Background: an optimization exercise with open tools, aiming at small area, a short achievable clock period and few clock cycles per item. Do not read the settings as production practice. Function was checked by simulation only, so behaviour that the tests miss may differ from the original.

## flow/design.v (module list and top-level ports; edited modules follow where they fit)
// module geofence: 371 lines
module geofence ( clk,reset,X,Y,valid,is_inside);
  // ...
==> flow/run.sh <==
#!/bin/bash
# synth_recipe.tcl (not shown) runs the flow's synth.tcl, then flattens the netlist and writes it again
# the make line also repeats each setting of config.mk as NAME=value (left out here)
make -C /OpenROAD-flow-scripts/flow DESIGN_CONFIG=/design/flow/config.mk WORK_HOME=/design/flow/orfs CLKGATE_MAP_FILE= SYNTH_SCRIPT=/design/flow/synth_recipe.tcl finish
==> flow/config.mk <==
export PLATFORM = sky130hd
export DESIGN_NAME = geofence
export DESIGN_NICKNAME = geofence
export VERILOG_FILES = /design/flow/design.v
export SDC_FILE = /design/flow/constraint.sdc
export NUM_CORES = 4
export LEC_CHECK = 0
export ABC_AREA = 1
export CAP_MARGIN = 20
export CORE_MARGIN = 2
export CORE_UTILIZATION = 40
export SETUP_SLACK_MARGIN = 5
export SLEW_MARGIN = 20
export TNS_END_PERCENT = 0
==> flow/constraint.sdc <==
create_clock -name core_clock -period 11.0 [get_ports {clk}]
set_input_delay 2.2000 -clock core_clock [delete_from_list [all_inputs] [get_ports {clk}]]
set_output_delay 2.2000 -clock core_clock [all_outputs]
set_load 0.01 [all_outputs]
==> summary.txt, run 1 <==
Run status
  – Status: timing/DRC/antenna clean

Critical path
  – Data required, critical path: between 10,000 and 15,000 ps
  – Family with the most delay on the worst path: adder cells
  – RR Endpoint: ly[1]

Drt
  – Pre-antenna DRT Iters: 6
  – M1 WL: about 21,000 um

Synth
  – Mux contribution to synthesized area: less than 1%
  – YS warnings: 1
  – XOR/XNOR Fraction of Synth Area: 15.16%
  – Asr flop ratio synth: 3.053%
  – Synth cell types: 43
  – Syn Area/Cell: 8.839 um2
  – Compound-cell area share of the yosys netlist: slightly above 10%

Min path
  – Beginning of the worst hold path: wx[1]

Finish
  – Share of layout cells above drive strength 1: 9.749%
  – Fillers: 4,114

Global route
  – First-pass GRT wire length: 80,500 um
  – Initial antenna violation count: 1
  – GRT busiest layer: met2

Die
  – Placement Rows: 76

Clock network
  – Clk latency of the worst-skew pair: 420 ps

STA
  – Final setup viols: 0
  – Worst Tran Pin Value: 1096 ps

Job
  – Max_cap viols: 0
Testbench counts, summed over its fixed seeds: cycles 20,369, items 2,400.
==> inputs of run 2 (changes only) <==
--- a/flow/config.mk
+++ b/flow/config.mk
@@ -5,7 +5,6 @@
 export SDC_FILE = /design/flow/constraint.sdc
 export NUM_CORES = 4
 export LEC_CHECK = 0
-export ABC_AREA = 1
 export CAP_MARGIN = 20
 export CORE_MARGIN = 2
 export CORE_UTILIZATION = 40
==> run 2 against run 1 <==
  * Flip-flop and latch count is the same
  * Area after synthesis shrank 2.1%
  * Setup slack got worse by 68 ps
  * Critical path type unchanged
  * Largest cell class unchanged
==> summary.txt, run 2 <==
Min path
  – Type of the worst min-delay path: reg2reg
  – Hold path depth: 0

Clock network
  – H-tree levels: 4
  – Max Root-Sink Buffers: 2
  – Clock-pin transition on the worst setup and hold timing paths: 60 ps
  – CTS Buf Count: 17
  – Hold Buf Count CTS: 0
  – Root buffer cell: clkbuf_16
  – Clock sink total: 131
  – Clk latency of the worst-skew pair: 420 ps (about the same)
  – CTS tree: done

Critical path
  – CP cell instances: buf_4, a22oi_2, xor2_1, fa_1, fa_2, fa_2, fa_2, fa_2, fa_1, inv_2, ha_4, and3_4, a221oi_4, a31oi_4, or4b_4, buf_6, a31oi_4, clkbuf_16
  – WP data arrival: 6090 ps
  – Highest net fanout along the worst path: 6
  – Crit path depth: 18
  – R2R cell count: 18
  – Max stage delay on crit path: 550 ps
  – Crit path max-delay cell type: fa_1
  – Data required, critical path: 11,140 ps (+40 ps)
  – Family with the most delay on the worst path: adder cells
  – WS Path Type: reg2reg
  – CP startpoint kind: flip-flop
  – Critical path's most frequent cell: fa_2
  – Crit. End Element: flip-flop
  – CP Buf/Inv Count: 4

Finish
  – Share of layout cells above drive strength 1: 15.06% (+5.3 points)
  – Most frequent cells in the layout: xor2_1 (233), inv_1 (201), a22oi_1 (184), fa_1 (180), ha_1 (150)
  – Commonest non-fill, non-tap cell in the layout: xor2_1
  – Area Overhead vs Synth: 16.13%
  – Post-Layout Inst Area: 0.01970 mm2
  – Antenna Cells: 0
  – Nets: 2,140

Drt
  – Routed len/inst: 21.20 um
  – Final wirelength: 48,870 um
  – Met2 wire length: roughly 23,000 um
  – Pre-antenna DRT Iters: 7 (+1)
  – Via Count: between 10,000 and 15,000
  – Avg Vias per Cell: 5.625
  – Highest routed layer: met4
  – Residual DRC count: 0
  – DR WL met3: between 4000 and 5000 um
  – Final ANT Viol Nets: 0
  – M1 WL: 20,060 um (-2.6%)
  – Starting DRC count in detailed routing: 1,299

STA
  – Fin crit period: 5941 ps
  – Hold Vio Cnt, Final: 0
  – Highest clock rate: about 0.17 GHz
  – RSZ-0062 raised after global routing: yes
  – Clk_skew: ~6.6 ps
  – Slew margin rel.: between 40% and 50%
  – Final setup TNS: 0 ps
  – Hold_ws: 429.5 ps
  – Final setup viols: 0 (unchanged)
  – Slew Viols, Final: 0
  – Period utilization: 54.01%
  – Worst Tran Pin Value: 887.9 ps (-208.4 ps)

Global route
  – Largest net degree at the start of global routing: 27
  – Initial antenna violation count: 0 (-1)
  – First-pass GRT wire length: 76,880 um (-4.5%)
  – Number of global-route vias before repair: 13,560
  – Grt ovf: 0
  – GRT Util Overall: between 20 and 25%

Placement
  – Hpwl dp: between 30,000 and 40,000 um
  – I/O Buffers: 23
  – Area after DPL: 0.01762 mm2
  – Final Wtd Congestion: roughly 0.84

Synth
  – Synth cell types: 58 (+35%)
  – Yosys top cell by area: fa_1
  – Top cells by area in the synthesized netlist: fa_1 (25%), xor2_1 (12%), ha_1 (12%), edfxtp_1 (11%), a22oi_1 (8.9%)
  – YS warnings: 1 (unchanged)
  – Syn_nets: 2,081
  – Syn Area/Cell: 10.02 um2 (+13%)
  – Mapped cell area: approximately 0.017 mm2
  – EDFF count, synth: 64
  – #FFs+latches synth: 131
  – Gate Count Post-Synth: between 1,500 and 2,000
  – Most common cell in the netlist: xor2_1
  – Synth Flop Type: edfxtp_1
  – Post-synthesis sequential area ratio: slightly below 20%
  – Top-area cell type share of the netlist area: 24.54%
  – Post-synth top cells: xor2_1 (235), fa_1 (208), inv_1 (204), a22oi_1 (201), ha_1 (157)
  – Asr flop ratio synth: 3.053% (unchanged)

Die
  – Core area: approximately 0.042 mm2
  – Die Footprint: 0.04408 mm2
  – Die height: 210.0 um
  – Die X: 210.0 um
  – Initial Utilization: just over 40%
  – Placement Rows: 75 (-1.3%)
  – Top-level I/O count: 24

Run status
  – Status: timing/DRC/antenna clean

Job
  – Max_cap viols: 0 (unchanged)
run 2: area by class of cell:
cell class                      count  area (um2)
Clock inverter                      6       51.30
Tap cell                          539       674.4
Multi-Input combinational cell   1235       12820
Inverter                          204       769.5
Clock buffer                       26       565.5
Fill cell                        3795       22240
Sequential cell                   131        3356
Timing Repair Buffer              164        1468
run 2: per-stage QoR:
step	setup WS, ps	cells	utilization, %
floorplan	4994	1694	-
global placement	3981	2157	42.00
detailed placement	3796	2157	42.00
CTS	4995	2285	45.79
global route	4893	2305	46.97
finish	5059	2305	46.97
run 2: cell families (layout without fill, tap and decap cells):
logic type,after synthesis,in the layout,synth area share [%]
fa+ha+maj,365,365,36.12
xor+xnor,343,343,17.71
buf+inv,329,400,7.286
compound gates,322,323,13.39
simple gates,188,188,5.192
flops,131,131,19.35
mux,16,16,0.9513
run 2: final timing paths:
path	to	slack (ps)	startpoint
max in group asynchronous	cnt[3]	8890	reset
hold reg to reg	rx[1]	430	wx[1]
setup reg to reg	lx[8]	5060	lx[7]
hold / removal	rx[1]	430	wx[1]
setup / recovery	lx[8]	5060	lx[7]
min in group asynchronous	cnt[0]	1960	reset
run 2: repair_timing:
action | in CTS | in global routing
pin swaps | 11 | 29
buffers inserted | 92 | 18
endpoints found under the setup margin | 47 | 44
cloned | 4 | 2
resized for setup | 76 | 64
run 2: routing by layer:
layer | vias to the layer above | track usage [%]
li1 | 5765 | -
met1 | 6432 | 30.54
met2 | 672 | 36.65
met3 | 97 | 4.276
met4 | 0 | 7.753
met5 | - | 0

[separate check: timing with driven ports]
The flow's constraints put no driver on any port. The routed layouts listed below were extracted and timed again, unchanged, in two steps. Step 1: set_driving_cell puts a clkbuf_16 on clk and a buf_2 on each other input, an assumption about the parent block. Step 2, shift: input delay + t, output delay - t, t = (earliest + latest rising clock arrival at the registers) / 2. This alone moves slack from input paths to output paths. Three values: ideal ports, drivers, drivers and shift; two values: the first two.
run | shift t [ns] | slack for setup (ns) | hold WS [ns] | slew at the worst register clock pin (ns)
run 1 | 0.457 | 5.127 / 5.127 / 5.127 | 0.429 / 0.429 / 0.429 | 0.06 / 0.06
run 2 | 0.459 | 5.059 / 5.059 / 5.059 | 0.430 / 0.430 / 0.430 | 0.06 / 0.06
After both steps setup and hold are still met in every run listed.
